This design comes from an exercise in tuning for small area on the open sky130 flow, not from production work. The RTL was checked by simulation tests, not by an equivalence proof against the original design. Power and IR drop assume default switching activity.

==> design/flow/design.v <==
module apb_spi_master (
    input  wire        pclk_i,
    input  wire        rst_n_i,
    input  wire        psel_i,
    input  wire        penable_i,
    input  wire [ 3:0] paddr_i,
    input  wire        pwrite_i,
    input  wire [31:0] pwdata_i,
    output reg  [31:0] prdata_o,
    output wire        pready_o,
    output reg         spi_clk_o,
    output reg         spi_sdo_o,
    output wire        spi_cs_n_o,
    input  wire        spi_sdi_i
);
    localparam [2:0] S_IDLE = 3'b000, S_CMD = 3'b001, S_ADDR = 3'b011, S_DUMMY = 3'b010,
                     S_TX = 3'b101, S_RX = 3'b110, S_EOT = 3'b100;
    reg  [ 2:0] state;
    reg  [31:0] reg_cmd;      
    reg  [ 3:0] reg_addr_lo;    
    reg  [31:4] reg_addr_hi;    
    reg  [ 7:0] reg_len_lo;     
    reg  [31:8] reg_len_hi;     
    reg  [15:0] reg_wdata_lo;   
    reg  [31:16] reg_wdata_hi;  
    wire [31:0] reg_addr  = {reg_addr_hi, reg_addr_lo};
    wire [31:0] reg_len   = {reg_len_hi, reg_len_lo};
    wire [31:0] reg_wdata = {reg_wdata_hi, reg_wdata_lo};
    reg  [31:0] reg_rdata;    
    reg  [15:0] ctrl_div;     
    reg  [13:0] ctrl_mid;     
    reg         ctrl_rx;      
    reg         ctrl_tx;      
    reg         cmd_v, addr_v, len_v, wdata_v, rdata_v, div_v, mid_v;
    reg         req_rd;       
    reg         req_wr;       
    reg         cmd_b;        
    reg  [ 3:0] req_addr;
    reg  [ 7:0] req_len;
    reg  [15:0] req_wdata;
    reg         tx_busy;
    reg  [15:0] tx_cnt;
    reg         rx_busy;
    reg  [ 7:0] rx_len;
    reg  [15:0] rx_cnt;
    reg  [31:0] rx_data;
    reg         rx_wait;
    reg  [15:0] clk_cnt;
    reg         clk_q;
    wire        st_idle  = state == S_IDLE;
    wire        st_cmd   = state == S_CMD;
    wire        st_addr  = state == S_ADDR;
    wire        st_dummy = state == S_DUMMY;
    wire        st_tx    = state[2] && state[0];
    wire        st_rx    = state[2] && state[1];
    wire        st_eot   = state == S_EOT;
    wire        active   = state[1] || state[0];
    wire        tx_phase = state[0];
    assign pready_o   = 1'b1;
    assign spi_cs_n_o = !active;
    function [15:0] inc16;
        input [15:0] x;
        integer i;
        reg c;
        begin
            c = 1'b1;
            for (i = 0; i < 16; i = i + 1) begin
                inc16[i] = x[i] ^ c;
                c = c & x[i];
            end
        end
    endfunction
    wire [15:0] clk_cnt_next = inc16(clk_cnt);
    wire        clk_full     = clk_cnt_next == ctrl_div;
    wire        rise         = clk_q & ~spi_clk_o;
    wire        fall         = ~clk_q & spi_clk_o;
    always @(posedge pclk_i) begin
        clk_cnt <= (clk_full || !active) ? 16'd0 : clk_cnt_next;
    end
    always @(posedge pclk_i or negedge rst_n_i) begin
        if (!rst_n_i) begin
            clk_q     <= 1'b0;
            spi_clk_o <= 1'b0;
        end else begin
            clk_q     <= active && (clk_q ^ clk_full);
            spi_clk_o <= clk_q;
        end
    end
    wire [15:0] tx_cnt_next = inc16(tx_cnt);
    wire        tx_last     = st_tx ? (tx_cnt_next == {8'd0, req_len}) : (tx_cnt[1] && tx_cnt[0]);
    wire        tx_done     = fall && tx_last;
    wire        tx_start    = tx_phase && !tx_busy;
    wire        tx_word     = tx_cnt[4:0] == 5'b11111;
    wire        tx_shift    = fall && tx_busy && (!tx_done || tx_word);
    wire        dummy_two   = tx_cnt[2] && tx_cnt[0];   
    wire        dummy_step  = st_dummy && fall && !dummy_two;
    wire [ 4:0] bit_idx     = tx_start ? 5'd0 : tx_cnt_next[4:0];
    reg         bit_val;
    always @(*) begin
        case (state)
            S_CMD:   bit_val = !bit_idx[0] || (bit_idx[1] && cmd_b);
            S_ADDR:  bit_val = req_addr[~bit_idx[1:0]];
            default: bit_val = !bit_idx[4] && req_wdata[~bit_idx[3:0]];
        endcase
    end
    always @(posedge pclk_i) begin
        if (tx_start) tx_cnt <= 16'd0;
        else if ((tx_busy && fall && !tx_done) || dummy_step) tx_cnt <= tx_cnt_next;
    end
    always @(posedge pclk_i or negedge rst_n_i) begin
        if (!rst_n_i) begin
            tx_busy   <= 1'b0;
            spi_sdo_o <= 1'b0;
        end else begin
            tx_busy <= tx_start || (tx_busy && !tx_done);
            if (tx_start || tx_shift) spi_sdo_o <= bit_val;
        end
    end
    wire [15:0] rx_cnt_next = inc16(rx_cnt);
    wire        rx_done     = rise && (rx_cnt_next == {8'd0, rx_len});
    wire        rx_word     = rise && (rx_cnt == 16'd31);
    wire        rx_start    = !rx_busy && st_rx && ctrl_rx;
    wire        rx_stop     = (rx_busy && rx_word && !ctrl_rx) || rx_done;
    always @(posedge pclk_i or negedge rst_n_i) begin
        if (!rst_n_i) begin
            rx_busy <= 1'b0;
            rx_cnt  <= 16'd0;
            rx_data <= 32'd0;
            rdata_v <= 1'b0;
        end else begin
            if (rx_start) rx_busy <= 1'b1;
            else if (rx_stop) rx_busy <= 1'b0;
            if (rx_start) rx_cnt <= 16'd0;
            else if (rx_busy && rise) rx_cnt <= rx_cnt_next;
            if (rx_busy && rise) rx_data <= {rx_data[30:0], spi_sdi_i};
            rdata_v <= 1'b1;
        end
    end
    always @(posedge pclk_i) begin
        if (!rx_busy) reg_rdata <= rx_data;
        if (st_rx) rx_len <= req_len;
        if (fall) rx_wait <= 1'b0;
        else if (rx_done) rx_wait <= 1'b1;
    end
    wire go_cmd = st_idle && ctrl_tx && (req_rd || req_wr);
    always @(posedge pclk_i or negedge rst_n_i) begin
        if (!rst_n_i) begin
            state  <= S_IDLE;
            req_rd <= 1'b0;
            req_wr <= 1'b0;
        end else begin
            case (state)
                S_IDLE:  if (go_cmd) state <= S_CMD;
                S_CMD:   if (tx_done) state <= S_ADDR;
                S_ADDR:  if (tx_done) state <= S_DUMMY;
                S_DUMMY: if (dummy_two) begin
                    if (req_rd) state <= S_RX;
                    else if (req_wr) state <= S_TX;
                end
                S_TX:    if (tx_done) state <= S_EOT;
                S_RX:    if (rx_wait && fall) state <= S_EOT;
                default: state <= S_IDLE;
            endcase
            if (st_eot) begin
                req_rd <= 1'b0;
                req_wr <= 1'b0;
            end else if (st_idle && ctrl_tx) begin
                req_rd <= cmd_v && (reg_cmd[3:0] == 4'hA);
                req_wr <= cmd_v && (reg_cmd[3:0] == 4'hB);
            end
        end
    end
    always @(posedge pclk_i) begin
        if (st_idle) cmd_b <= req_wr;
        if (st_idle && ctrl_tx) begin
            req_addr  <= reg_addr_lo;
            req_len   <= reg_len_lo;
            req_wdata <= reg_wdata_lo;
        end
    end
    wire wr_en   = psel_i && penable_i && pwrite_i;
    wire wr_low  = wr_en && (paddr_i[3:2] == 2'b00);
    wire wr_cmd  = wr_en && (paddr_i == 4'd0);
    wire wr_addr = wr_en && (paddr_i == 4'd1);
    wire wr_len  = wr_en && (paddr_i == 4'd2);
    wire wr_wd   = wr_en && (paddr_i == 4'd3);
    wire wr_ctrl = wr_en && (paddr_i == 4'd5);
    always @(posedge pclk_i or negedge rst_n_i) begin
        if (!rst_n_i) begin
            reg_addr_lo     <= 4'd0;
            reg_len_lo      <= 8'd0;
            reg_wdata_lo    <= 16'd0;
            ctrl_rx         <= 1'b0;
            ctrl_tx         <= 1'b0;
            cmd_v           <= 1'b0;
            addr_v          <= 1'b0;
            len_v           <= 1'b0;
            wdata_v         <= 1'b0;
            div_v           <= 1'b0;
            mid_v           <= 1'b0;
        end else begin
            if (wr_addr) reg_addr_lo <= pwdata_i[3:0];
            if (wr_len) reg_len_lo <= pwdata_i[7:0];
            if (wr_wd) reg_wdata_lo <= pwdata_i[15:0];
            if (wr_cmd) cmd_v <= 1'b1;
            if (wr_addr) addr_v <= 1'b1;
            if (wr_len) len_v <= 1'b1;
            if (wr_wd) wdata_v <= 1'b1;
            if (wr_ctrl) div_v <= 1'b1;
            if (wr_ctrl) begin
                mid_v   <= 1'b1;
                ctrl_rx <= pwdata_i[1];
                ctrl_tx <= pwdata_i[0];
            end else if (!wr_low) begin
                mid_v   <= 1'b0;
                ctrl_rx <= ctrl_rx && !st_eot;
                ctrl_tx <= ctrl_tx && !st_eot;
            end
        end
    end
    always @(posedge pclk_i) begin
        if (wr_cmd) reg_cmd <= pwdata_i;
        if (wr_addr) reg_addr_hi <= pwdata_i[31:4];
        if (wr_len) reg_len_hi <= pwdata_i[31:8];
        if (wr_wd) reg_wdata_hi <= pwdata_i[31:16];
        if (wr_ctrl) begin
            ctrl_div <= (pwdata_i[31:16] < 16'd4) ? 16'd4 : pwdata_i[31:16];
            ctrl_mid <= pwdata_i[15:2];
        end
    end
    wire        rd_en  = psel_i && !pwrite_i;
    wire        rd_cmd = rd_en && cmd_v && paddr_i == 4'd0;
    wire        rd_adr = rd_en && addr_v && paddr_i == 4'd1;
    wire        rd_len = rd_en && len_v && paddr_i == 4'd2;
    wire        rd_wd  = rd_en && wdata_v && paddr_i == 4'd3;
    wire        rd_rd  = rd_en && rdata_v && paddr_i == 4'd4;
    wire        rd_ct  = rd_en && paddr_i == 4'd5;
    wire [31:0] rd_ctv = {{16{rd_ct && div_v}}, {14{rd_ct && mid_v}}, rd_ct, rd_ct};
    wire [31:0] reg_ctrl = {ctrl_div, ctrl_mid, ctrl_rx, ctrl_tx};
    wire [31:0] rd_next;
    genvar gi;
    generate
        for (gi = 0; gi < 32; gi = gi + 1) begin : g_rd
            apb_spi_rd_bit u_bit (
                .sel ({!rd_en, rd_ctv[gi], rd_rd, rd_wd, rd_len, rd_adr, rd_cmd}),
                .din ({prdata_o[gi], reg_ctrl[gi], reg_rdata[gi], reg_wdata[gi],
                       reg_len[gi], reg_addr[gi], reg_cmd[gi]}),
                .dout(rd_next[gi])
            );
        end
    endgenerate
    always @(posedge pclk_i or negedge rst_n_i) begin
        if (!rst_n_i) prdata_o <= 32'd0;
        else prdata_o <= rd_next;
    end
endmodule
module apb_spi_rd_bit (
    input  wire [6:0] sel,
    input  wire [6:0] din,
    output wire       dout
);
    assign dout = |(sel & din);
endmodule
==> design/flow/flow/run.sh <==
#!/bin/bash
# Standard layout, with the port buffers made of the smallest buffer cell
# (the default picks a much larger delay cell) and a clock tree without
# dummy balancing loads.
set -euo pipefail
export BUFFER_PORTS_ARGS="-buffer_cell sky130_fd_sc_hd__buf_1"
export CTS_ARGS="-sink_clustering_enable -repair_clock_nets -sink_clustering_size 16 -sink_clustering_max_diameter 50 -buf_list {sky130_fd_sc_hd__clkbuf_2 sky130_fd_sc_hd__clkbuf_4 sky130_fd_sc_hd__clkbuf_8} -dont_use_dummy_load"
bash standard.sh > standard_flow.log 2>&1
==> design/flow/standard.sh <==
#!/bin/bash
# synth_recipe.tcl (not shown) runs the flow's synth.tcl, then flattens the netlist and writes it again
# the make line also repeats each setting of config.mk as NAME=value (left out here)
make -C /OpenROAD-flow-scripts/flow DESIGN_CONFIG=/design/flow/config.mk WORK_HOME=/design/flow/orfs CLKGATE_MAP_FILE= SYNTH_SCRIPT=/design/flow/synth_recipe.tcl "${@:-finish}"
==> design/flow/config.mk <==
export PLATFORM = sky130hd
export DESIGN_NAME = apb_spi_master
export DESIGN_NICKNAME = apb_spi_master
export VERILOG_FILES = /design/flow/design.v
export SDC_FILE = /design/flow/constraint.sdc
export NUM_CORES = 4
export LEC_CHECK = 0
export CAP_MARGIN = 20
export CORE_MARGIN = 2
export CORE_UTILIZATION = 65
export SLEW_MARGIN = 20
export SYNTH_HIERARCHICAL = 1
export SYNTH_MINIMUM_KEEP_SIZE = 0
==> design/flow/constraint.sdc <==
create_clock -name core_clock -period 5.0 [get_ports {pclk_i}]
set_input_delay 1.0000 -clock core_clock [delete_from_list [all_inputs] [get_ports {pclk_i}]]
set_output_delay 1.0000 -clock core_clock [all_outputs]
set_load 0.01 [all_outputs]
==> flow_summary.ini, run 1 <==
[clocking]
holdBufCountCts = 0
postCtsSetupBuffers = 0
clockBufferDepth = 3
clkLatencyLatePin_ns = 0.55
cts-resized-gates = 0
cts_tree = yes
cts_num_sinks = 359
clk_pin_slew_ns = 0.08
cts_buffers = 36
h-tree-depth = 2
root_buffer = clkbuf_8

[synthesis]
synth_top_area_share_pct = 42.42
synth_edf_count = 199
synth_area_um2 = 14090
postSynthCellCount = 1008
synth_seq_area_share_pct = 69.67
avgSynthCellArea_um2 = 13.98
synth_most_common_cell = edfxtp_1
synth_seq_cells = 359
synth.distinct_cells = 56
async_reset_ff_share_pct = 35.38
synth_common_cells = edfxtp_1, nand2_1, dfrtp_1, a22oi_1, nand3_1
yosysWarnings = 7
synth_flop_cell = edfxtp_1
synth_area_leaders = edfxtp_1, dfrtp_1, dfxtp_1, nand2_1, ha_1
yosys.area.top_type = edfxtp_1

[floorplanning]
design.die.area_um2 = 22870
die_x_um = 151.2
initial_core_util_pct = 66.59
num_io_pins = 78
placementRows = 53
core_area_um2 = 21150
die_h_um = 151.2

[placement]
hpwl_um = 19510
gp_congestion = 0.8294
place_inst = 1339
numPortBuffers = 76

[run_status]
status = no timing/DRC/antenna violations

[critical_path]
slowest_delay_ns = 0.47
required_ns = 5.38
cpMaxStageDelayCell = or4_4
crit_chain = ha_1 > ha_1 > ha_1 > ha_1 > ha_1 > ha_1 > ha_1 > ha_1 > ha_1 > ha_1 > ha_1 > ha_1 > ha_1 > ha_1 > or4_4 > nor4_4 > nand4_4 > nand2_8 > xor2_1 > nor2_1
cp_num_buf_inv = 0
r2r_slack_ns = 0.28
worstSetupPathType = reg2reg
critPathArrivalTime_ns = 5.11
cp-start-kind = register
end_kind = register
critPathMaxFanout = 17
path_delay_family = adder cells
cp_common_cell = ha_1

[global_routing]
antenna_found_initial = 1
grt_first_pass_wirelength_um = 47330
overflow = 0
grt.total_usage_pct = 27.70
grt_pass1_vias = 8491
grt_max_degree = 71

[min_path]
hold_class = reg2reg

[timing]
tightest_slew_ns = 1.220
slew_violations = 0
skew_ns = 0.05948
rsz0062_at_grt = yes
post-route-period-util_pct = 94.48
setup_viol = 0
fmax_mhz = 211.7
worst_hold_slack_ns = 0.4552
finalHoldViolCount = 0
period_needed_ns = 4.724
slew_headroom_pct = 18.64

[run]
cap_violations = 0

[power]
power_density_nw_per_um2 = 334.1
leakage_nw = 6.288
power_mw = 5.091
peakVddDrop_mv = 0.2649

[cells_and_area]
fin_cells = 1376
area_growth_pct = 8.162
final_core_util_pct = 72.03
nets = 1186
drive_gt1_share_pct = 9.909

[detailed_routing]
antenna_left = 0
wl_per_cell_um = 22.43
wl_um = 30870
post-route-drc-count = 0
drt_iter0_markers = 793
viasPerCell = 6.241
drt_pass1_iterations = 5
vias = 8587
==> cell usage in the layout (no fill, tap or decap), types with 2 or more instances in the layout <==
cell type	n
xor2_1	21
mux2i_1	6
and4_1	2
nor2_1	24
buf_4	20
a222oi_1	32
and2_2	2
and2_1	21
nand4_1	10
o21ai_0	10
dfxtp_1	33
xnor2_1	19
nor3_1	11
nand3_1	62
nor4_1	10
o21a_1	2
a31oi_1	3
buf_1	75
mux4_2	2
a21o_1	2
edfxtp_1	199
nor2b_1	8
nand2_1	147
and3_1	4
nor4_4	2
inv_1	5
nand4b_1	2
dfrtp_1	127
conb_1	2
or2_2	6
a22oi_1	65
ha_1	42
nand2b_1	6
o311ai_1	2
mux2_2	28
clkbuf_8	36
a21oi_1	29
==> modules after synthesis, one instance, submodules excluded <==
module | area, µm² | cells inside | flops+latches
apb_spi_master | 13130 | 880 | 359
apb_spi_rd_bit | 30.03 | 4 | 0
==> metal layers <==
metal | track usage [%] | vias to the layer above | wire [µm]
met4 | 6.869 | 0 | 547
met1 | 39.76 | 4305 | 13460
met3 | 4.548 | 44 | 1904
met5 | 0 | - | 0
met2 | 45.09 | 274 | 14960
li1 | - | 3964 | -
==> cell type report <==
type | instances | area, µm²
flip-flops and latches | 359 | 9814
fillers | 1454 | 5917
multi-input cells | 603 | 4103
clock buffers | 36 | 495.5
repair buffers | 97 | 459.2
well taps | 275 | 344.1
inverters | 5 | 18.77
diodes | 1 | 2.502
==> registers in the layout, summed over array words and instances, names as in the netlist, 14 cells and up <==
name	cells
clk_cnt	16
ctrl_div	16
ctrl_mid	14
prdata_o	32
reg_addr_hi	28
reg_cmd	32
reg_len_hi	24
reg_rdata	32
reg_wdata_hi	16
reg_wdata_lo	16
req_wdata	16
rx_cnt	16
rx_data	32
tx_cnt	16
==> per-stage QoR <==
stage	instance area [µm²]	setup TNS (ns)	setup WS, ns
2_1_floorplan	14090	0	0.7583
3_3_place_gp	14730	0	0.3538
3_5_place_dp	14730	0	0.2710
4_1_cts	15230	0	0.2525
5_1_grt	15230	-0.003533	-0.003533
6_report	15240	0	0.2760
==> where the power goes <==
group | internal, mW | switching [mW]
sequential | 3.24 | 0.0817
clock | 0.644 | 0.883
combinational | 0.0903 | 0.148
total | 3.98 | 1.11
==> cell families (layout without fill, tap and decap cells) <==
family | after synthesis | after routing | share of synthesized area, %
and+or+nand+nor | 328 | 328 | 11.41
DFF | 359 | 359 | 69.67
buffers and inverters | 47 | 138 | 1.448
AOI/OAI and AO/OA | 155 | 155 | 8.242
adders and majority gates | 42 | 42 | 3.730
muxes | 36 | 36 | 2.984
other | 1 | 3 | 0.02662
xor gates and xnor gates | 40 | 40 | 2.487
==> worst paths after layout <==
kind | startpoint | to | cells past startpoint
max | tx_cnt[0] | tx_cnt[0] | 20
min | rx_data[31] | reg_rdata[31] | 0
max reg2reg | tx_cnt[0] | tx_cnt[0] | 20
min reg2reg | rx_data[31] | reg_rdata[31] | 0
max in group asynchronous | rst_n_i | rdata_v | 2
min in group asynchronous | rst_n_i | prdata_o[26] | 1
==> inputs of run 2 (changes only) <==
--- a/design/flow/config.mk
+++ b/design/flow/config.mk
@@ -7,7 +7,7 @@
 export LEC_CHECK = 0
 export CAP_MARGIN = 20
 export CORE_MARGIN = 2
-export CORE_UTILIZATION = 65
+export CORE_UTILIZATION = 40
 export SLEW_MARGIN = 20
 export SYNTH_HIERARCHICAL = 1
 export SYNTH_MINIMUM_KEEP_SIZE = 0
==> run 2 against run 1 <==
Sequential cell count stayed put. Critical endpoint unchanged. Combinational power hardly changed. Largest power group unchanged. First-iteration DRC count is 14% lower. Synthesized area stayed put. Utilization is 27 points lower. Critical path type unchanged. Non-clock buffer count is 4 lower.
==> flow_summary.ini, run 2 <==
[run_status]
status = no timing/DRC/antenna violations

[cells_and_area]
diodes = 0
fin_cells = 1552
nets = 1183
drive_gt1_share_pct = 9.663
final_core_util_pct = 44.58
area_growth_pct = 9.575
layout_common_cells = edfxtp_1, nand2_1, dfrtp_1
final_common_cell = edfxtp_1

[placement]
hpwl_um = 20450
numPortBuffers = 76
gp_congestion = 0.7692
dp_slack_ns = 0.3032
place_inst = 1515

[detailed_routing]
post-route-drc-count = 0
drt_iter0_markers = 682
vias = 8552
viasPerCell = 5.510
drt_pass1_iterations = 5
wl_per_cell_um = 21.36
wl_um = 33150
antenna_left = 0

[synthesis]
synth_most_common_cell = edfxtp_1
synth.distinct_cells = 56
postSynthCellCount = 1008
yosysWarnings = 7
synth_top_area_share_pct = 42.42
synth_seq_cells = 359
synth_area_um2 = 14090
async_reset_ff_share_pct = 35.38
yosys.area.top_type = edfxtp_1
synth_common_cells = edfxtp_1, nand2_1, dfrtp_1, a22oi_1, nand3_1
avgSynthCellArea_um2 = 13.98
synth_edf_count = 199
synth_flop_cell = edfxtp_1
synth_area_leaders = edfxtp_1, dfrtp_1, dfxtp_1, nand2_1, ha_1
synth_seq_area_share_pct = 69.67

[critical_path]
critPathArrivalTime_ns = 5.08
slowest_delay_ns = 0.46
cpMaxStageDelayCell = or4_4
rr_startpoint = tx_cnt[0]
reg2reg_depth = 20
end_kind = register
cp_common_cell = ha_1
required_ns = 5.39
critPathMaxFanout = 17
worstSetupPathType = reg2reg
worstReg2RegEnd = tx_cnt[0]
r2r_slack_ns = 0.31
cp-start-kind = register
crit_chain = ha_1 > ha_1 > ha_1 > ha_1 > ha_1 > ha_1 > ha_1 > ha_1 > ha_1 > ha_1 > ha_1 > ha_1 > ha_1 > ha_1 > or4_4 > nor4_4 > nand4_4 > nand2_4 > xor2_1 > nor2_1

[global_routing]
antenna_found_initial = 2
grt_pass1_vias = 8783
overflow = 0
grt_first_pass_wirelength_um = 51740
grt_max_degree = 71
grt.total_usage_pct = 18.48

[power]
leakage_nw = 6.272
peakVddDrop_mv = 0.1874
power_mw = 5.144
power_density_nw_per_um2 = 333.2

[floorplanning]
placementRows = 68
num_io_pins = 78
design.die.area_um2 = 36740
core_area_um2 = 34630
initial_core_util_pct = 40.68
die_h_um = 191.7
die_x_um = 191.7

[run]
cap_violations = 0

[timing]
setup_viol = 0
tns_ns = 0
period_needed_ns = 4.690
layout_setup_ws_ns = 0.3099
post-route-period-util_pct = 93.80
fmax_mhz = 213.2
rsz0062_at_grt = no
skew_ns = 0.09097
slew_headroom_pct = 24.99
tightest_slew_ns = 1.125
slew_violations = 0
finalHoldViolCount = 0

[clocking]
h-tree-depth = 2
cts-resized-gates = 0
clkLatencyLatePin_ns = 0.57
cts_num_sinks = 359
root_buffer = clkbuf_8
clk_pin_slew_ns = 0.08
holdBufCountCts = 0
postCtsSetupBuffers = 0
clockBufferDepth = 3
cts_tree = yes
cts_buffers = 37

[min_path]
hold_start = reg_wdata_lo[4]
hold_class = reg2reg
hold_end = req_wdata[4]
hold-path-cell-count = 0
[run 2: power breakdown]
part           switching [mW]  total [mW]  internal [mW]
Combinational           0.151       0.241         0.0900
Sequential             0.0803        3.32           3.24
Clock                   0.917        1.58          0.661
[run 2: Yosys stat by module (local to each module, per instance)]
module | cell area (µm²) | cells inside
apb_spi_master | 13130 | 880
apb_spi_rd_bit | 30.03 | 4
[run 2: layout make-up]
class	instances	area, µm²
fill	3133	19190
sequential	359	9814
multi-input combinational	603	4095
tap	455	569.3
clock buffer	37	509.2
timing repair buffer	93	429.2
inverter	5	18.77
[run 2: worst max path at each step]
stage               slack (ns)      start   endpoint
floorplan                 0.76  tx_cnt[0]  spi_sdo_o
global placement          0.37  tx_cnt[0]  tx_cnt[0]
detailed placement        0.30  tx_cnt[0]  tx_cnt[0]
CTS                       0.29  tx_cnt[0]  tx_cnt[0]
global route              0.05  tx_cnt[1]  tx_cnt[3]
finish                    0.31  tx_cnt[0]  tx_cnt[0]
[run 2: through the flow]
| stage | hold WS [ns] | cell area, µm² |
|---|---|---|
| floorplan | 0.4169 | 14090 |
| detailed placement | 0.4460 | 14930 |
| CTS | 0.4450 | 15430 |
| global route | 0.4532 | 15440 |
| finish | 0.4433 | 15440 |
| global placement | 0.4399 | 14930 |
[run 2: worst max-delay path, delay by kind of cell, from the launching register on]
| family | cells | cell delay [ns] |
|---|---|---|
| xor gates and xnor gates | 1 | 0.16 |
| and+or+nand+nor | 5 | 1.35 |
| DFF | 1 | 0.32 |
| adders and majority gates | 14 | 2.71 |
[run 2: per-layer routing]
layer	vias to the layer above	track usage, %	wire (µm)
li1	3953	-	-
met4	4	4.231	598
met5	-	0	23
met2	181	30.69	16070
met3	53	3.033	1593
met1	4361	25.52	14860
[run 2: logic make-up after synthesis]
kind of cell	Yosys count	synth area share [%]
AO/OA/AOI/OAI	155	8.242
XOR/XNOR	40	2.487
adder cells (fa/ha/maj)	42	3.730
buffers and inverters	47	1.448
flip-flops	359	69.67
multiplexers	36	2.984
other	1	0.02662
AND/OR/NAND/NOR	328	11.41
==> inputs of run 3 (changes only) <==
==> design/flow/flow/run.sh (replaced) <==
#!/bin/bash
# Standard layout, with the port buffers made of the smallest buffer cell
# (the default picks a much larger delay cell) and a clock tree without
# dummy balancing loads.
set -euo pipefail
export BUFFER_PORTS_ARGS="-buffer_cell sky130_fd_sc_hd__buf_1"
export CTS_ARGS="-sink_clustering_enable -repair_clock_nets -sink_clustering_size 24 -sink_clustering_max_diameter 60 -buf_list {sky130_fd_sc_hd__clkbuf_16} -dont_use_dummy_load"
bash standard.sh > standard_flow.log 2>&1
==> run 3 against run 2 <==
Still clean on timing, DRC and antenna. Sequential cell count did not move. Clock skew is 0.0022 ns lower. First-iteration DRC count down 4.8%. Final cell count decreased by 0.52%. Clock-buffer cell count is 9 lower. Utilization up 0.61 points. Synthesized cell count is the same. Synthesized area did not move. Highest routed layer unchanged.
==> flow_summary.ini, run 3 <==
[detailed_routing]
viasPerCell = 5.544
post-route-drc-count = 0
vias = 8560
drt_iter0_markers = 649
drt_pass1_iterations = 5
antenna_left = 0
wl_um = 33110
wl_per_cell_um = 21.44

[synthesis]
synth_mux_area_share_pct = 2.984
synth_edf_count = 199
synth_compound_area_share_pct = 8.242
async_reset_ff_share_pct = 35.38
yosys.area.top_type = edfxtp_1
synth_flop_cell = edfxtp_1
synth_area_um2 = 14090
synth_most_common_cell = edfxtp_1
synth-xor-area-share_pct = 2.487
avgSynthCellArea_um2 = 13.98
synth_common_cells = edfxtp_1, nand2_1, dfrtp_1, a22oi_1, nand3_1
synth_area_leaders = edfxtp_1, dfrtp_1, dfxtp_1, nand2_1, ha_1
synth_top_area_share_pct = 42.42
synth_seq_area_share_pct = 69.67
synth_top_family_by_area = simple AND/OR/NAND/NOR gates
synth_seq_cells = 359
yosysWarnings = 7
synth.distinct_cells = 56
postSynthCellCount = 1008
synth-simple-area-share_pct = 11.41
synthAdderAreaFrac_pct = 3.730

[global_routing]
grt_max_degree = 71
grt_pass1_vias = 8721
overflow = 0
grt_first_pass_wirelength_um = 51570
grt.total_usage_pct = 18.39
antenna_found_initial = 2

[power]
switching_power_mw = 1.169
power_density_nw_per_um2 = 350.6
combPwrFrac_pct = 4.4
internal_power_mw = 4.316
peakVddDrop_mv = 0.2471
switching_share_pct = 21.32
leakage_nw = 6.359
pwr-share-clk_pct = 35.0
pwr-share-seq_pct = 60.6
power_mw = 5.485

[clocking]
cts_num_sinks = 359
clkLatencyLatePin_ns = 0.58
cts_buffers = 28
h-tree-depth = 1
postCtsSetupBuffers = 0
holdBufCountCts = 0
cts_tree = yes
clk_pin_slew_ns = 0.07
root_buffer = clkbuf_16
clockBufferDepth = 3
cts-resized-gates = 0

[timing]
fmax_mhz = 212.9
slew_violations = 0
tns_ns = 0
rsz0062_at_grt = no
slew_headroom_pct = 25.41
finalHoldViolCount = 0
tightest_slew_ns = 1.119
post-route-period-util_pct = 93.93
setup_viol = 0
skew_ns = 0.08875
period_needed_ns = 4.696
layout_setup_ws_ns = 0.3037
worst_hold_slack_ns = 0.4301

[cells_and_area]
drive_gt1_share_pct = 8.999
final_common_cell = edfxtp_1
final_core_util_pct = 45.18
n_fill_cell = 3104
nets = 1175
area_growth_pct = 11.07
diodes = 0
layout_common_cells = edfxtp_1, nand2_1, dfrtp_1

[floorplanning]
num_io_pins = 78
placementRows = 68
initial_core_util_pct = 40.68
design.die.area_um2 = 36740
core_area_um2 = 34630
die_h_um = 191.7
die_x_um = 191.7

[critical_path]
required_ns = 5.37
end_kind = register
worstSetupPathType = reg2reg
r2r_slack_ns = 0.30
critPathArrivalTime_ns = 5.07
cp-start-kind = register
critPathMaxFanout = 17

[run]
cap_violations = 0

[placement]
numPortBuffers = 76
dp_slack_ns = 0.3032
gp_congestion = 0.7692
hpwl_um = 20450

[run_status]
status = no timing/DRC/antenna violations

[min_path]
hold_class = reg2reg
run 3: final cells by class:
class	count	area, µm²	area share, %
Sequential cell	359	9814	62.73
Tap cell	455	569.3	3.639
Clock buffer	28	700.7	4.478
Multi-Input combinational cell	603	4094	26.17
Timing Repair Buffer	94	449.2	2.871
Inverter	5	18.77	0.1200
run 3: final timing paths:
path | start | to | cells past startpoint
setup / recovery | tx_cnt[0] | tx_cnt[0] | 20
hold / removal | rx_data[0] | reg_rdata[0] | 0
max in group asynchronous | rst_n_i | prdata_o[4] | 2
hold reg to reg | rx_data[0] | reg_rdata[0] | 0
min in group asynchronous | rst_n_i | rx_data[25] | 1
setup reg to reg | tx_cnt[0] | tx_cnt[0] | 20
run 3: per-layer routing:
layer	routed length [µm]	vias up	GRT usage [%]
met5	23	-	0
met4	698	4	4.260
met3	1475	49	2.339
met2	16180	207	30.64
met1	14730	4358	25.73
li1	-	3942	-
run 3: cell families (layout without fill, tap and decap cells):
kind of cell | Yosys count | after routing
adders and majority gates | 42 | 42
xor gates and xnor gates | 40 | 40
DFF | 359 | 359
buffers and inverters | 47 | 127
other | 1 | 2
muxes | 36 | 36
AOI/OAI and AO/OA | 155 | 155
and+or+nand+nor | 328 | 328
run 3: stage by stage:
step / instances / area [µm²]
after global routing: 1544 / 15650
after detailed placement: 1515 / 14930
after CTS: 1543 / 15630
final: 1544 / 15650
after floorplan: 1009 / 14090
after global placement: 1515 / 14930
run 3: power by group through the flow:
stage / Combinational (mW) / Sequential (mW) / Clock, mW
floorplan: 0.132 / 3.36 / 0
global placement: 0.239 / 3.39 / 0
detailed placement: 0.246 / 3.39 / 0
CTS: 0.246 / 3.33 / 1.98
global route: 0.269 / 3.34 / 2.09
finish: 0.241 / 3.33 / 1.92
run 3: Yosys stat by module, one instance, submodules excluded:
module,flip-flops and latches,times used,cell area [µm²]
apb_spi_rd_bit,0,32,30.03
apb_spi_master,359,1,13130
run 3: worst max-delay path, stage by stage, from the launching register on:
cell	delay (ns)
dfxtp_1	0.31
ha_1	0.27
ha_1	0.21
ha_1	0.18
ha_1	0.18
ha_1	0.18
ha_1	0.17
ha_1	0.17
ha_1	0.17
ha_1	0.17
ha_1	0.17
ha_1	0.18
ha_1	0.18
ha_1	0.18
ha_1	0.29
or4_4	0.46
nor4_4	0.27
nand4_4	0.31
nand2_4	0.28
xor2_1	0.16
nor2_1	0.05
==> inputs of run 4 (changes only) <==
==> design/flow/flow/run.sh (replaced) <==
#!/bin/bash
# Standard layout, with the port buffers made of the smallest buffer cell
# (the default picks a much larger delay cell) and a clock tree without
# dummy balancing loads.
set -euo pipefail
export BUFFER_PORTS_ARGS="-buffer_cell sky130_fd_sc_hd__buf_1"
export CTS_ARGS="-sink_clustering_enable -repair_clock_nets -sink_clustering_size 12 -sink_clustering_max_diameter 40 -buf_list {sky130_fd_sc_hd__clkbuf_4 sky130_fd_sc_hd__clkbuf_8} -dont_use_dummy_load"
bash standard.sh > standard_flow.log 2>&1
==> run 4 against run 3 <==
Still clean. Synthesized area stayed put. Utilization is 0.17 points lower. First-iteration DRC count is 7.7% higher. Register-to-register slack hardly changed. Clock skew is 0.0042 ns lower. Final area is 0.38% lower. Final cell count is 1.2% higher. Hold slack better by 0.030 ns. Via count is 0.98% higher. Critical path depth stayed put. Non-clock buffer count is 1 lower. Largest cell class unchanged. Largest power group unchanged.
==> flow_summary.ini, run 4 <==
[clocking]
clk_pin_slew_ns = 0.06
cts-resized-gates = 0
postCtsSetupBuffers = 0
clockBufferDepth = 3
cts_buffers = 48
h-tree-depth = 2
holdBufCountCts = 0
cts_num_sinks = 359
clkLatencyLatePin_ns = 0.59
root_buffer = clkbuf_8
cts_tree = yes

[synthesis]
synth_seq_cells = 359
synth.distinct_cells = 56
synth_area_leaders = edfxtp_1, dfrtp_1, dfxtp_1, nand2_1, ha_1
synth_common_cells = edfxtp_1, nand2_1, dfrtp_1, a22oi_1, nand3_1
synth_most_common_cell = edfxtp_1
avgSynthCellArea_um2 = 13.98
synth_seq_area_share_pct = 69.67
synth_top_area_share_pct = 42.42
yosysWarnings = 7
synth_edf_count = 199
postSynthCellCount = 1008
async_reset_ff_share_pct = 35.38
yosys.area.top_type = edfxtp_1
synth_area_um2 = 14090
synth_flop_cell = edfxtp_1

[floorplanning]
die_h_um = 191.7
initial_core_util_pct = 40.68
num_io_pins = 78
placementRows = 68
die_x_um = 191.7
core_area_um2 = 34630
design.die.area_um2 = 36740

[placement]
hpwl_um = 20450
place_inst = 1515
numPortBuffers = 76
gp_congestion = 0.7692

[critical_path]
crit_chain = ha_1 > ha_1 > ha_1 > ha_1 > ha_1 > ha_1 > ha_1 > ha_1 > ha_1 > ha_1 > ha_1 > ha_1 > ha_1 > ha_1 > or4_4 > nor4_4 > nand4_4 > nand2_4 > xor2_1 > nor2_1
path_delay_family = adder cells
cp_common_cell = ha_1
critPathArrivalTime_ns = 5.09
required_ns = 5.40
critPathMaxFanout = 17
cp.depth = 20
reg2reg_depth = 20
end_kind = register
worstSetupPathType = reg2reg
cp_num_buf_inv = 0
cp-start-kind = register
cpMaxStageDelayCell = or4_4
slowest_delay_ns = 0.46

[detailed_routing]
antenna_left = 0
drt_pass1_iterations = 5
viasPerCell = 5.530
wl_um = 33270
drt_iter0_markers = 699
vias = 8644
post-route-drc-count = 0
wl_per_cell_um = 21.28

[timing]
finalHoldViolCount = 0
rsz0062_at_grt = no
worst_hold_slack_ns = 0.4603
fmax_mhz = 213.2
tightest_slew_ns = 1.164
setup_viol = 0
slew_headroom_pct = 22.43
period_needed_ns = 4.690
post-route-period-util_pct = 93.80
slew_violations = 0
tns_ns = 0
skew_ns = 0.08454

[cells_and_area]
final_common_cell = edfxtp_1
drive_gt1_share_pct = 10.56
final_core_util_pct = 45.01
nets = 1194
layout_common_cells = edfxtp_1, nand2_1, dfrtp_1
area_growth_pct = 10.65
diodes = 0
fin_cells = 1563

[global_routing]
grt_pass1_vias = 8877
grt_first_pass_wirelength_um = 52120
grt_max_degree = 71
antenna_found_initial = 2
grt.total_usage_pct = 18.64
overflow = 0

[power]
power_mw = 5.377
leakage_nw = 6.351
power_density_nw_per_um2 = 345.0
peakVddDrop_mv = 0.1958

[min_path]
hold-path-cell-count = 2
hold_class = reg2reg

[run]
cap_violations = 0

[run_status]
status = no timing/DRC/antenna violations
==> run 4: final timing paths <==
kind                           start  slack [ns]               to
hold / removal             tx_cnt[8]        0.46        tx_cnt[8]
setup / recovery           tx_cnt[0]        0.31        tx_cnt[0]
min in group asynchronous    rst_n_i        0.62       rx_cnt[13]
max in group asynchronous    rst_n_i        3.43  reg_wdata_lo[4]
setup reg to reg           tx_cnt[0]        0.31        tx_cnt[0]
hold reg to reg            tx_cnt[8]        0.46        tx_cnt[8]
==> run 4: per-layer routing <==
layer	part of all wire, %	vias up	global-route usage (%)
met2	48	218	30.59
met3	5.1	65	3.198
met5	0.069	-	0
met1	44	4387	25.62
met4	2.2	4	5.118
li1	-	3970	-
==> run 4: layout make-up <==
class                      instances  area (µm²)
fill                            3132       19040
tap                              455       569.3
sequential                       359        9814
multi-input combinational        603        4095
clock buffer                      48       660.6
inverter                           5       18.77
timing repair buffer              93       429.2
==> run 4: through the flow <==
step           cell area (µm²)  worst slack [ns]
3_3_place_gp             14930            0.3672
6_report                 15590            0.3098
5_1_grt                  15590           0.06871
3_5_place_dp             14930            0.3032
4_1_cts                  15590            0.2897
2_1_floorplan            14090            0.7583
==> run 4: modules after synthesis, one instance, submodules excluded <==
module / area (µm²) / times used / cells inside
apb_spi_master: 13130 / 1 / 880
apb_spi_rd_bit: 30.03 / 32 / 4
==> run 4: power by group <==
group	internal (mW)	leakage, nW	total (mW)	switching [mW]
logic	0.0900	2.09	0.240	0.150
clock network	0.846	0.345	1.81	0.964
registers	3.25	3.91	3.33	0.0799
total	4.18	6.35	5.38	1.19
==> run 4: kinds of logic (layout without fill, tap and decap cells) <==
| kind of cell | count (synthesis) | after routing | share of synthesized area, % |
|---|---|---|---|
| AOI/OAI and AO/OA | 155 | 155 | 8.242 |
| xor gates and xnor gates | 40 | 40 | 2.487 |
| adders and majority gates | 42 | 42 | 3.730 |
| buffers and inverters | 47 | 146 | 1.448 |
| DFF | 359 | 359 | 69.67 |
| muxes | 36 | 36 | 2.984 |
| other | 1 | 2 | 0.02662 |
| and+or+nand+nor | 328 | 328 | 11.41 |
==> run 4: worst register-to-register path: cells and delay by family, from the launching register on <==
kind,cells,cell delay (ns)
adders and majority gates,14,2.70
and+or+nand+nor,5,1.37
DFF,1,0.31
xor gates and xnor gates,1,0.17
==> inputs of run 5 (changes only) <==
==> design/flow/flow/run.sh (replaced) <==
#!/bin/bash
# Standard layout, with the port buffers made of the smallest buffer cell
# (the default picks a much larger delay cell) and a clock tree without
# dummy balancing loads.
set -euo pipefail
export BUFFER_PORTS_ARGS="-buffer_cell sky130_fd_sc_hd__buf_1"
export CTS_ARGS="-sink_clustering_enable -repair_clock_nets -sink_clustering_size 9 -sink_clustering_max_diameter 30 -buf_list {sky130_fd_sc_hd__clkbuf_4} -dont_use_dummy_load"
bash standard.sh > standard_flow.log 2>&1
==> run 5 against run 4 <==
Routed wire length increased by 0.90%. Clock skew is 0.020 ns higher. Non-clock buffer count unchanged. Final area down 0.32%. Setup slack improved by 0.0016 ns. Critical endpoint unchanged. Utilization fell by 0.14 points. Combinational power barely moved. Total power is 1.6% lower. First-iteration DRC count is 2.3% lower. Largest cell class unchanged. Clock-buffer cell count up 33. Global-route usage is 0.32 points higher. Largest power group unchanged.
==> flow_summary.ini, run 5 <==
[cells_and_area]
area_growth_pct = 10.29
seq_area_um2 = 9814
n_fill_cell = 3170
multi_input_area_um2 = 4095
nets = 1227
final_cell_area_um2 = 15540
layout_common_cells = edfxtp_1, nand2_1, dfrtp_1
fin_cells = 1597
final_common_cell = edfxtp_1
final_core_util_pct = 44.87
drive_gt1_share_pct = 13.15

[critical_path]
end_kind = register
cp_common_cell = ha_1
worstSetupPathType = reg2reg
reg2reg_depth = 20
cpMaxStageDelayCell = or4_4
cp_num_buf_inv = 0
r2r_slack_ns = 0.31
path_delay_family = adder cells
required_ns = 5.54
worstReg2RegEnd = tx_cnt[0]
critPathArrivalTime_ns = 5.23
cp-start-kind = register
slowest_delay_ns = 0.46
rr_startpoint = tx_cnt[0]
critPathMaxFanout = 17
crit_chain = ha_1 > ha_1 > ha_1 > ha_1 > ha_1 > ha_1 > ha_1 > ha_1 > ha_1 > ha_1 > ha_1 > ha_1 > ha_1 > ha_1 > or4_4 > nor4_4 > nand4_4 > nand2_4 > xor2_1 > nor2_1

[placement]
gp_congestion = 0.7692
hpwl_um = 20450
place_area_um2 = 14930
place_inst = 1515
numPortBuffers = 76

[power]
leakage_nw = 6.379
peakVddDrop_mv = 0.1347
switching_share_pct = 23.04
combPwrFrac_pct = 4.6
switching_power_mw = 1.219
power_density_nw_per_um2 = 340.6
pwr-share-seq_pct = 62.9
pwr-share-clk_pct = 32.5
internal_power_mw = 4.072

[timing]
slew_headroom_pct = 23.87
tightest_slew_ns = 1.142
rsz0062_at_grt = no
skew_ns = 0.1046
slew_violations = 0
fmax_mhz = 213.3
tns_ns = 0
setup_viol = 0
finalHoldViolCount = 0
post-route-period-util_pct = 93.77
period_needed_ns = 4.689

[detailed_routing]
antenna_left = 0
wl_per_cell_um = 21.02
drt_pass1_iterations = 5
vias = 8817
viasPerCell = 5.521
post-route-drc-count = 0
drt_iter0_markers = 683
wl_um = 33560

[synthesis]
async_reset_ff_share_pct = 35.38
synth.distinct_cells = 56
synth_common_cells = edfxtp_1, nand2_1, dfrtp_1, a22oi_1, nand3_1
synth_area_um2 = 14090
avgSynthCellArea_um2 = 13.98
yosysWarnings = 7
synth_area_leaders = edfxtp_1, dfrtp_1, dfxtp_1, nand2_1, ha_1
yosys.area.top_type = edfxtp_1
synth_seq_area_share_pct = 69.67
synth_seq_cells = 359
synth_top_area_share_pct = 42.42
synth_flop_cell = edfxtp_1
postSynthCellCount = 1008
synth_edf_count = 199
synth_most_common_cell = edfxtp_1

[global_routing]
antenna_found_initial = 3
grt_pass1_vias = 9202
grt.total_usage_pct = 18.96
grt_first_pass_wirelength_um = 52480
overflow = 0
grt_max_degree = 71

[clocking]
clk_pin_slew_ns = 0.08
holdBufCountCts = 0
cts_tree = yes
cts_buffers = 81
cts-resized-gates = 0
clkLatencyLatePin_ns = 0.74
cts_num_sinks = 359
postCtsSetupBuffers = 0
h-tree-depth = 3
clockBufferDepth = 3
root_buffer = clkbuf_4

[floorplanning]
die_x_um = 191.7
num_io_pins = 78
core_area_um2 = 34630
die_h_um = 191.7
initial_core_util_pct = 40.68
design.die.area_um2 = 36740
placementRows = 68

[run_status]
status = no timing/DRC/antenna violations

[run]
cap_violations = 0

[min_path]
hold_class = in2async
## run 5: cell counts after synthesis
Identical to the previous run, type by type.
## run 5: how the worst max path moves through the flow
stage          slack (ns)  depth (start not counted)         to       from
2_1_floorplan        0.76                         20  spi_sdo_o  tx_cnt[0]
3_5_place_dp         0.30                         20  tx_cnt[0]  tx_cnt[0]
3_3_place_gp         0.37                         20  tx_cnt[0]  tx_cnt[0]
6_report             0.31                         20  tx_cnt[0]  tx_cnt[0]
4_1_cts              0.29                         20  tx_cnt[0]  tx_cnt[0]
5_1_grt              0.07                         20  tx_cnt[0]  tx_cnt[1]
## run 5: logic make-up after synthesis
group	after synthesis	share of synthesized area [%]
AOI/OAI and AO/OA	155	8.242
and+or+nand+nor	328	11.41
xor gates and xnor gates	40	2.487
buffers and inverters	47	1.448
adders and majority gates	42	3.730
DFF	359	69.67
other	1	0.02662
muxes	36	2.984
## run 5: cell type report
cell class              count  share of cell area (%)
diodes                      1                 0.01611
clock buffers              81                   3.914
repair buffers             93                   2.762
well taps                 455                   3.664
multi-input cells         603                   26.36
inverters                   5                  0.1208
flip-flops and latches    359                   63.17
## run 5: per-layer routing
| metal | global-route usage, % | up-vias | share of wire [%] |
|---|---|---|---|
| li1 | - | 4067 | - |
| met3 | 4.257 | 63 | 5.1 |
| met2 | 30.67 | 239 | 48 |
| met4 | 6.716 | 4 | 2.1 |
| met1 | 25.17 | 4444 | 44 |
| met5 | 0 | - | 0.069 |
## run 5: worst register-to-register path, cell delays in order, from the launching register on
cell,delay (ns)
dfxtp_1,0.31
ha_1,0.27
ha_1,0.21
ha_1,0.18
ha_1,0.18
ha_1,0.18
ha_1,0.17
ha_1,0.17
ha_1,0.17
ha_1,0.17
ha_1,0.17
ha_1,0.18
ha_1,0.18
ha_1,0.18
ha_1,0.29
or4_4,0.46
nor4_4,0.27
nand4_4,0.30
nand2_4,0.28
xor2_1,0.16
nor2_1,0.05
## run 5: power groups by stage
stage          Combinational [mW]  Sequential [mW]  Clock, mW
2_1_floorplan               0.132             3.36          0
3_3_place_gp                0.239             3.39          0
3_5_place_dp                0.246             3.39          0
4_1_cts                     0.246             3.33       1.80
5_1_grt                     0.269             3.34       1.92
6_report                    0.241             3.33       1.72
## run 5: stage by stage
| step | power, mW | setup slack [ns] | hold slack [ns] |
|---|---|---|---|
| floorplan | 3.492 | 0.7583 | 0.4169 |
| global placement | 3.625 | 0.3672 | 0.4399 |
| detailed placement | 3.634 | 0.3032 | 0.4460 |
| CTS | 5.371 | 0.2904 | 0.4039 |
| global route | 5.529 | 0.06899 | 0.4182 |
| finish | 5.292 | 0.3114 | 0.4420 |
## run 5: Yosys stat by module (local to each module, per instance)
module,copies in the design,cell area [µm²]
apb_spi_rd_bit,32,30.03
apb_spi_master,1,13130
==> inputs of run 6 (changes only) <==
==> design/flow/flow/run.sh (replaced) <==
#!/bin/bash
# Standard layout, with the port buffers made of the smallest buffer cell
# (the default picks a much larger delay cell) and a clock tree without
# dummy balancing loads.
set -euo pipefail
export BUFFER_PORTS_ARGS="-buffer_cell sky130_fd_sc_hd__buf_1"
export CTS_ARGS="-sink_clustering_enable -repair_clock_nets -sink_clustering_size 20 -sink_clustering_max_diameter 35 -buf_list {sky130_fd_sc_hd__clkbuf_2 sky130_fd_sc_hd__clkbuf_4 sky130_fd_sc_hd__clkbuf_8} -dont_use_dummy_load"
bash standard.sh > standard_flow.log 2>&1
==> run 6 against run 5 <==
Global-route usage fell by 0.076 points. Critical path depth did not move. Synthesized area did not move. Via count fell by 1.4%. Highest routed layer unchanged. Clock-buffer cell count fell by 22. Final area rose by 1.3%. Still clean on timing, DRC and antenna. Hold slack improved by 0.0060 ns.
==> flow_summary.ini, run 6 <==
[floorplanning]
design.die.area_um2 = 36740
die_h_um = 191.7
core_area_um2 = 34630
initial_core_util_pct = 40.68
num_io_pins = 78
die_x_um = 191.7
placementRows = 68

[critical_path]
r2r_slack_ns = 0.32
slowest_delay_ns = 0.46
cpMaxStageDelayCell = or4_4
path_delay_family = adder cells
worstReg2RegEnd = tx_cnt[0]
cp-start-kind = register
end_kind = register
critPathMaxFanout = 17
required_ns = 5.45
cp.depth = 20
cp_num_buf_inv = 0
critPathArrivalTime_ns = 5.13
cp_common_cell = ha_1
rr_startpoint = tx_cnt[0]
reg2reg_depth = 20
crit_chain = ha_1 > ha_1 > ha_1 > ha_1 > ha_1 > ha_1 > ha_1 > ha_1 > ha_1 > ha_1 > ha_1 > ha_1 > ha_1 > ha_1 > or4_4 > nor4_4 > nand4_4 > nand2_4 > xor2_1 > nor2_1
worstSetupPathType = reg2reg

[placement]
hpwl_um = 20450
place_inst = 1515
numPortBuffers = 76
gp_congestion = 0.7692

[power]
peakVddDrop_mv = 0.1949
power_mw = 5.605
leakage_nw = 6.430
power_density_nw_per_um2 = 356.1
pwr-share-clk_pct = 36.3
combPwrFrac_pct = 4.3
internal_power_mw = 4.369
switching_share_pct = 22.05
pwr-share-seq_pct = 59.4
switching_power_mw = 1.236

[synthesis]
synth_most_common_cell = edfxtp_1
synth_seq_cells = 359
avgSynthCellArea_um2 = 13.98
yosysWarnings = 7
synth_flop_cell = edfxtp_1
yosys.area.top_type = edfxtp_1
synth_edf_count = 199
synth_common_cells = edfxtp_1, nand2_1, dfrtp_1, a22oi_1, nand3_1
postSynthCellCount = 1008
synth.distinct_cells = 56
synth_seq_area_share_pct = 69.67
async_reset_ff_share_pct = 35.38
synth_top_area_share_pct = 42.42
synth_area_leaders = edfxtp_1, dfrtp_1, dfxtp_1, nand2_1, ha_1
synth_area_um2 = 14090

[cells_and_area]
nets = 1205
final_common_cell = edfxtp_1
layout_common_cells = edfxtp_1, nand2_1, dfrtp_1
drive_gt1_share_pct = 11.44
final_core_util_pct = 45.45
diodes = 0
multi_input_area_um2 = 4095
fin_cells = 1574
seq_area_um2 = 9814
area_growth_pct = 11.72
n_fill_cell = 3115

[clocking]
cts-resized-gates = 0
holdBufCountCts = 0
cts_tree = yes
cts_buffers = 59
root_buffer = clkbuf_8
h-tree-depth = 2
cts_num_sinks = 359
postCtsSetupBuffers = 0
clkLatencyLatePin_ns = 0.65
clockBufferDepth = 3
clk_pin_slew_ns = 0.06

[global_routing]
grt_first_pass_wirelength_um = 52410
grt.total_usage_pct = 18.89
antenna_found_initial = 2
grt_pass1_vias = 9004
grt_max_degree = 71
overflow = 0

[detailed_routing]
drt_pass1_iterations = 7
antenna_left = 0
post-route-drc-count = 0
viasPerCell = 5.522
drt_iter0_markers = 676
vias = 8692
wl_per_cell_um = 21.21
wl_um = 33390

[run_status]
status = no timing/DRC/antenna violations

[timing]
tns_ns = 0
worst_hold_slack_ns = 0.4480
tightest_slew_ns = 1.134
fmax_mhz = 213.5
post-route-period-util_pct = 93.69
skew_ns = 0.08203
finalHoldViolCount = 0
slew_headroom_pct = 24.39
setup_viol = 0
rsz0062_at_grt = no
period_needed_ns = 4.685
slew_violations = 0

[min_path]
hold_start = reg_addr_lo[2]
hold-path-cell-count = 0
hold_class = reg2reg
hold_end = req_addr[2]

[run]
cap_violations = 0
## run 6: cell families (layout without fill, tap and decap cells)
logic type      Yosys count  in the layout  synth area share [%]
simple gates            328            328                 11.41
compound gates          155            155                 8.242
flops                   359            359                 69.67
mux                      36             36                 2.984
fa+ha+maj                42             42                 3.730
other cells               1              2               0.02662
xor+xnor                 40             40                 2.487
buf+inv                  47            157                 1.448
## run 6: worst register-to-register path, cell delays in order, from the launching register on
cell	delay, ns
dfxtp_1	0.30
ha_1	0.27
ha_1	0.21
ha_1	0.18
ha_1	0.18
ha_1	0.18
ha_1	0.17
ha_1	0.17
ha_1	0.17
ha_1	0.17
ha_1	0.17
ha_1	0.18
ha_1	0.18
ha_1	0.18
ha_1	0.29
or4_4	0.46
nor4_4	0.27
nand4_4	0.31
nand2_4	0.28
xor2_1	0.16
nor2_1	0.05
## run 6: per-stage QoR
step	setup WS [ns]	cell area [µm²]
3_5_place_dp	0.3032	14930
6_report	0.3154	15740
2_1_floorplan	0.7583	14090
5_1_grt	0.07279	15740
3_3_place_gp	0.3672	14930
4_1_cts	0.2934	15740
## run 6: power by group through the flow
stage	clock network, mW	logic (mW)	registers, mW
5_1_grt	2.23	0.269	3.34
6_report	2.03	0.241	3.33
3_3_place_gp	0	0.239	3.39
4_1_cts	2.10	0.246	3.33
2_1_floorplan	0	0.132	3.36
3_5_place_dp	0	0.246	3.39
## run 6: per-module statistics from Yosys, one instance, submodules excluded
module	cells inside	flip-flops and latches
apb_spi_master	880	359
apb_spi_rd_bit	4	0
## run 6: per-layer routing
metal / part of all wire (%) / up-vias / track usage [%]
li1: - / 3990 / -
met1: 44 / 4397 / 25.51
met2: 48 / 236 / 30.60
met3: 5.8 / 65 / 3.947
met4: 2.1 / 4 / 5.976
met5: 0.069 / - / 0
## run 6: final cells by class
class	count	area share, %
clock buffer	59	5.159
inverter	5	0.1192
multi-input combinational	603	26.02
sequential	359	62.36
tap	455	3.617
timing repair buffer	93	2.727
## run 6: how the worst max path moves through the flow
stage,to,start,slack (ns)
global placement,tx_cnt[0],tx_cnt[0],0.37
finish,tx_cnt[0],tx_cnt[0],0.32
floorplan,spi_sdo_o,tx_cnt[0],0.76
detailed placement,tx_cnt[0],tx_cnt[0],0.30
global route,tx_cnt[0],tx_cnt[1],0.07
CTS,tx_cnt[0],tx_cnt[0],0.29
==> inputs of run 7 (changes only) <==
==> design/flow/flow/run.sh (replaced) <==
#!/bin/bash
# Standard layout, with the port buffers made of the smallest buffer cell
# (the default picks a much larger delay cell) and a clock tree without
# dummy balancing loads.
set -euo pipefail
export BUFFER_PORTS_ARGS="-buffer_cell sky130_fd_sc_hd__buf_1"
export CTS_ARGS="-sink_clustering_enable -repair_clock_nets -sink_clustering_size 18 -sink_clustering_max_diameter 40 -buf_list {sky130_fd_sc_hd__clkbuf_2 sky130_fd_sc_hd__clkbuf_4 sky130_fd_sc_hd__clkbuf_8} -dont_use_dummy_load"
bash standard.sh > standard_flow.log 2>&1
==> run 7 against run 6 <==
Via count fell by 1.1%. Largest cell class unchanged. Maximum frequency barely moved. Sequential power barely moved. Final cell count fell by 0.76%. Global-route usage fell by 0.16 points. Critical path type unchanged. Sequential cell count did not move. Clock power fell by 12%.
==> flow_summary.ini, run 7 <==
[power]
power_density_nw_per_um2 = 344.3
pwr-share-clk_pct = 33.4
combPwrFrac_pct = 4.5
switching_share_pct = 22.31
peakVddDrop_mv = 0.1638
leakage_nw = 6.344
switching_power_mw = 1.196
pwr-share-seq_pct = 62.1
internal_power_mw = 4.166

[cells_and_area]
final_common_cell = edfxtp_1
layout_common_cells = edfxtp_1, nand2_1, dfrtp_1
diodes = 0
nets = 1193
fin_cells = 1562
drive_gt1_share_pct = 10.48
area_growth_pct = 10.55

[run_status]
status = no timing/DRC/antenna violations

[timing]
slew_violations = 0
fmax_mhz = 213.3
tightest_slew_ns = 1.133
setup_viol = 0
tns_ns = 0
slew_headroom_pct = 24.48
worst_hold_slack_ns = 0.4300
finalHoldViolCount = 0
period_needed_ns = 4.689
rsz0062_at_grt = no
post-route-period-util_pct = 93.77
skew_ns = 0.06603

[critical_path]
reg2reg_depth = 20
worstSetupPathType = reg2reg
required_ns = 5.43
critPathArrivalTime_ns = 5.12
path_delay_family = adder cells
cpMaxStageDelayCell = or4_4
slowest_delay_ns = 0.46
critPathMaxFanout = 17
cp_num_buf_inv = 0
cp_common_cell = ha_1
end_kind = register
rr_startpoint = tx_cnt[0]
worstReg2RegEnd = tx_cnt[0]
r2r_slack_ns = 0.31
cp-start-kind = register
crit_chain = ha_1 > ha_1 > ha_1 > ha_1 > ha_1 > ha_1 > ha_1 > ha_1 > ha_1 > ha_1 > ha_1 > ha_1 > ha_1 > ha_1 > or4_4 > nor4_4 > nand4_4 > nand2_4 > xor2_1 > nor2_1

[global_routing]
grt_pass1_vias = 8819
antenna_found_initial = 2
grt.total_usage_pct = 18.72
grt_max_degree = 71
grt_first_pass_wirelength_um = 52010
overflow = 0

[synthesis]
synth_flop_cell = edfxtp_1
synth-simple-area-share_pct = 11.41
synth_top_family_by_area = simple AND/OR/NAND/NOR gates
synth_compound_area_share_pct = 8.242
async_reset_ff_share_pct = 35.38
synthAdderAreaFrac_pct = 3.730
yosysWarnings = 7
synth-xor-area-share_pct = 2.487
synth_area_um2 = 14090
synth_edf_count = 199
yosys.area.top_type = edfxtp_1
synth.distinct_cells = 56
synth_seq_area_share_pct = 69.67
synth_top_area_share_pct = 42.42
synth_common_cells = edfxtp_1, nand2_1, dfrtp_1, a22oi_1, nand3_1
postSynthCellCount = 1008
synth_seq_cells = 359
synth_area_leaders = edfxtp_1, dfrtp_1, dfxtp_1, nand2_1, ha_1
synth_most_common_cell = edfxtp_1
synth_mux_area_share_pct = 2.984
avgSynthCellArea_um2 = 13.98

[floorplanning]
core_area_um2 = 34630
initial_core_util_pct = 40.68
placementRows = 68
num_io_pins = 78
design.die.area_um2 = 36740
die_h_um = 191.7
die_x_um = 191.7

[clocking]
clk_pin_slew_ns = 0.07
cts_buffers = 47
root_buffer = clkbuf_8
h-tree-depth = 2
clockBufferDepth = 3
holdBufCountCts = 0
cts_tree = yes
cts-resized-gates = 0
clkLatencyLatePin_ns = 0.62
cts_num_sinks = 359
postCtsSetupBuffers = 0

[detailed_routing]
antenna_left = 0
wl_um = 33380
drt_pass1_iterations = 7
wl_per_cell_um = 21.37
drt_iter0_markers = 734
post-route-drc-count = 0
viasPerCell = 5.503
vias = 8595

[run]
cap_violations = 0

[placement]
numPortBuffers = 76
gp_congestion = 0.7692
hpwl_um = 20450
place_inst = 1515

[min_path]
hold_start = reg_rdata[14]
hold_end = prdata_o[14]
hold_class = reg2reg
hold-path-cell-count = 2
-- run 7: Yosys stat by module, one instance, submodules excluded --
module / flops+latches / cell area [µm²] / cells inside / times used
apb_spi_master: 359 / 13130 / 880 / 1
apb_spi_rd_bit: 0 / 30.03 / 4 / 32
-- run 7: tightest hold or removal path, cell delays in order (launching register included) --
cell and delay [ns]:
edfxtp_1 0.32, a22oi_1 0.06, nand3_1 0.07
-- run 7: worst max path at each step --
stage,start,to,slack [ns],cells past startpoint
after floorplan,tx_cnt[0],spi_sdo_o,0.76,20
after global placement,tx_cnt[0],tx_cnt[0],0.37,20
after detailed placement,tx_cnt[0],tx_cnt[0],0.30,20
after CTS,tx_cnt[0],tx_cnt[0],0.29,20
after global routing,tx_cnt[1],tx_cnt[3],0.07,20
final,tx_cnt[0],tx_cnt[0],0.31,20
-- run 7: per-stage QoR --
step	setup WS [ns]	total power, mW	util (%)	instance area [µm²]
after CTS	0.2897	5.424	44.97	15570
after global routing	0.06866	5.569	44.97	15570
final	0.3113	5.363	44.97	15570
after floorplan	0.7583	3.492	-	14090
after detailed placement	0.3032	3.634	43.10	14930
after global placement	0.3672	3.625	43.10	14930
-- run 7: routing by layer --
layer	share of wire (%)	GRT usage (%)	routed length, µm	vias up
li1	-	-	-	3973
met1	44	25.65	14730	4333
met2	48	30.56	15990	218
met3	5.5	3.325	1848	67
met4	2.3	5.503	780	4
met5	0.069	0	23	-
-- run 7: area by class of cell --
type | instances | area [µm²]
clock buffer | 47 | 646.9
timing repair buffer | 93 | 429.2
tap | 455 | 569.3
sequential | 359 | 9814
fill | 3125 | 19050
multi-input combinational | 603 | 4095
inverter | 5 | 18.77
-- run 7: power groups by stage --
stage / Clock [mW] / Combinational, mW / Sequential (mW)
floorplan: 0 / 0.132 / 3.36
global placement: 0 / 0.239 / 3.39
detailed placement: 0 / 0.246 / 3.39
CTS: 1.85 / 0.246 / 3.33
global route: 1.96 / 0.269 / 3.34
finish: 1.79 / 0.241 / 3.33
-- run 7: cells by family (layout without fill, tap and decap cells) --
family	count (synthesis)	count (layout)
AO/OA/AOI/OAI	155	155
XOR/XNOR	40	40
adder cells (fa/ha/maj)	42	42
buffers and inverters	47	145
flip-flops	359	359
multiplexers	36	36
other	1	2
AND/OR/NAND/NOR	328	328
==> inputs of run 8 (changes only) <==
==> design/flow/flow/run.sh (replaced) <==
#!/bin/bash
# Standard layout, with the port buffers made of the smallest buffer cell
# (the default picks a much larger delay cell) and a clock tree without
# dummy balancing loads.
set -euo pipefail
export BUFFER_PORTS_ARGS="-buffer_cell sky130_fd_sc_hd__buf_1"
export CTS_ARGS="-sink_clustering_enable -repair_clock_nets -sink_clustering_size 16 -sink_clustering_max_diameter 60 -buf_list {sky130_fd_sc_hd__clkbuf_2 sky130_fd_sc_hd__clkbuf_4 sky130_fd_sc_hd__clkbuf_8} -dont_use_dummy_load"
bash standard.sh > standard_flow.log 2>&1
==> run 8 against run 7 <==
Sequential share of layout area grew 1.0 points. Synthesized cell count is the same. Synthesized area is the same. Total power shrank 7.5%. Non-clock buffer count is the same. Via count shrank 0.76%. Largest power group unchanged.
==> flow_summary.ini, run 8 <==
[run_status]
status = no timing/DRC/antenna violations

[critical_path]
cp-start-kind = register
critPathArrivalTime_ns = 5.16
end_kind = register
crit_chain = ha_1 > ha_1 > ha_1 > ha_1 > ha_1 > ha_1 > ha_1 > ha_1 > ha_1 > ha_1 > ha_1 > ha_1 > ha_1 > ha_1 > or4_4 > nor4_4 > nand4_4 > nand2_4 > xor2_1 > nor2_1
reg2reg_depth = 20
critical_path.startpoint = tx_cnt[0]
path_delay_family = adder cells
worstSetupPathType = reg2reg
cpMaxStageDelayCell = or4_4
required_ns = 5.46
cp_num_buf_inv = 0
cp.depth = 20
cp_common_cell = ha_1
rr_startpoint = tx_cnt[0]
slowest_delay_ns = 0.46
critPathMaxFanout = 17

[synthesis]
synth_area_um2 = 14090
synth.distinct_cells = 56
synth_area_leaders = edfxtp_1, dfrtp_1, dfxtp_1, nand2_1, ha_1
synth_seq_cells = 359
synth_most_common_cell = edfxtp_1
synth_seq_area_share_pct = 69.67
synth_top_area_share_pct = 42.42
synth_common_cells = edfxtp_1, nand2_1, dfrtp_1, a22oi_1, nand3_1
postSynthCellCount = 1008
yosys.area.top_type = edfxtp_1
yosysWarnings = 7
avgSynthCellArea_um2 = 13.98
async_reset_ff_share_pct = 35.38
synth_flop_cell = edfxtp_1
synth_edf_count = 199

[timing]
slew_violations = 0
fmax_mhz = 212.8
tightest_slew_ns = 1.127
tns_ns = 0
period_needed_ns = 4.700
rsz0062_at_grt = no
skew_ns = 0.06386
setup_viol = 0
post-route-period-util_pct = 93.99
finalHoldViolCount = 0
slew_headroom_pct = 24.89

[detailed_routing]
drt_iter0_markers = 674
viasPerCell = 5.525
antenna_left = 0
wl_um = 32990
wl_per_cell_um = 21.37
drt_pass1_iterations = 5
vias = 8530
post-route-drc-count = 0

[clocking]
cts_buffers = 29
h-tree-depth = 1
clkLatencyLatePin_ns = 0.61
holdBufCountCts = 0
postCtsSetupBuffers = 0
cts-resized-gates = 0
clockBufferDepth = 3
cts_tree = yes
root_buffer = clkbuf_8
cts_num_sinks = 359
clk_pin_slew_ns = 0.10

[placement]
numPortBuffers = 76
gp_congestion = 0.7692
hpwl_um = 20450

[cells_and_area]
drive_gt1_share_pct = 8.999
diodes = 0
area_growth_pct = 8.793
nets = 1175
layout_common_cells = edfxtp_1, nand2_1, dfrtp_1
final_common_cell = edfxtp_1
final_core_util_pct = 44.26
n_fill_cell = 3131

[floorplanning]
num_io_pins = 78
initial_core_util_pct = 40.68
core_area_um2 = 34630
die_x_um = 191.7
die_h_um = 191.7
design.die.area_um2 = 36740
placementRows = 68

[min_path]
hold_start = rx_data[31]
hold_class = reg2reg
hold-path-cell-count = 0

[global_routing]
grt_pass1_vias = 8700
grt_max_degree = 71
overflow = 0
grt.total_usage_pct = 18.33
grt_first_pass_wirelength_um = 51530
antenna_found_initial = 2

[power]
power_density_nw_per_um2 = 323.7
leakage_nw = 6.215
peakVddDrop_mv = 0.1845

[run]
cap_violations = 0
-- run 8: cell counts after synthesis --
Identical to the previous run, type by type.
-- run 8: kinds of logic (layout without fill, tap and decap cells) --
logic type / Yosys count / in the layout / share of synthesized area [%]
buf+inv: 47 / 127 / 1.448
xor+xnor: 40 / 40 / 2.487
flops: 359 / 359 / 69.67
compound gates: 155 / 155 / 8.242
other cells: 1 / 2 / 0.02662
fa+ha+maj: 42 / 42 / 3.730
mux: 36 / 36 / 2.984
simple gates: 328 / 328 / 11.41
-- run 8: per-module statistics from Yosys, one instance, submodules excluded --
module,cells inside,cell area (µm²),flops+latches,times used
apb_spi_master,880,13130,359,1
apb_spi_rd_bit,4,30.03,0,32
-- run 8: layout make-up --
class,count,area [µm²],area share (%)
inverter,5,18.77,0.1225
clock buffer,29,399.1,2.604
multi-input combinational,603,4095,26.72
timing repair buffer,93,429.2,2.800
sequential,359,9814,64.04
tap,455,569.3,3.715
-- run 8: per-layer routing --
layer	up-vias	GRT usage, %	part of all wire [%]
li1	3938	-	-
met1	4353	25.59	45
met2	195	30.77	49
met3	40	2.649	4.9
met4	4	3.402	1.5
met5	-	0	0.070
-- run 8: final timing paths --
path | slack [ns] | endpoint
max | 0.30 | tx_cnt[0]
max in group asynchronous | 3.46 | rx_data[17]
min reg2reg | 0.44 | reg_rdata[31]
max reg2reg | 0.30 | tx_cnt[0]
min | 0.44 | reg_rdata[31]
min in group asynchronous | 0.54 | rx_cnt[2]
-- run 8: per-stage QoR --
stage | total power [mW] | area, µm² | worst slack [ns] | hold slack, ns | cells
after floorplan | 3.492 | 14090 | 0.7583 | 0.4169 | 1009
after global placement | 3.625 | 14930 | 0.3672 | 0.4399 | 1515
after detailed placement | 3.634 | 14930 | 0.3032 | 0.4460 | 1515
after CTS | 5.011 | 15320 | 0.2867 | 0.4411 | 1544
after global routing | 5.159 | 15330 | 0.04370 | 0.4519 | 1544
final | 4.961 | 15330 | 0.3003 | 0.4421 | 1544
-- run 8: where the power goes --
| part | total (mW) | internal [mW] | switching (mW) |
|---|---|---|---|
| Combinational | 0.241 | 0.0900 | 0.151 |
| Sequential | 3.32 | 3.24 | 0.0802 |
| Clock | 1.40 | 0.516 | 0.880 |

## re-timing with driven ports
How much do the figures lean on ideal ports? The routed layouts below were timed once more, with nothing changed but the port constraints.
Step 1: set_driving_cell puts a clkbuf_16 on pclk_i and a buf_2 on each other input, an assumption about the parent block.
Step 2 moves the port delays by t, midway between the first and last clock arrival at a register: inputs arrive t later, outputs are due t later. That takes back most of the time a late clock gives input paths.
Slacks: no drivers / after step 1 / after step 2; pairs: no drivers / after step 1.
| run | t (ns) | slack for setup (ns) | worst setup path after step 2 | latest minus earliest clock arrival (ns) | worst register clock-pin slew, ns |
|---|---|---|---|---|---|
| run 1 | 0.566 | 0.276 / 0.276 / 0.276 | register to register | 0.060 / 0.059 | 0.10 / 0.10 |
| run 2 | 0.571 | 0.310 / 0.310 / 0.310 | register to register | 0.092 / 0.091 | 0.10 / 0.10 |
| run 3 | 0.590 | 0.304 / 0.304 / 0.304 | register to register | 0.100 / 0.099 | 0.09 / 0.09 |
| run 4 | 0.588 | 0.310 / 0.310 / 0.310 | register to register | 0.095 / 0.096 | 0.08 / 0.08 |
| run 5 | 0.731 | 0.311 / 0.311 / 0.311 | register to register | 0.118 / 0.118 | 0.09 / 0.09 |
| run 6 | 0.651 | 0.315 / 0.315 / 0.315 | register to register | 0.086 / 0.085 | 0.07 / 0.07 |
| run 7 | 0.625 | 0.311 / 0.311 / 0.311 | register to register | 0.080 / 0.080 | 0.09 / 0.09 |
| run 8 | 0.617 | 0.300 / 0.300 / 0.300 | register to register | 0.066 / 0.065 | 0.11 / 0.11 |
After both steps setup and hold are still met in every run listed.
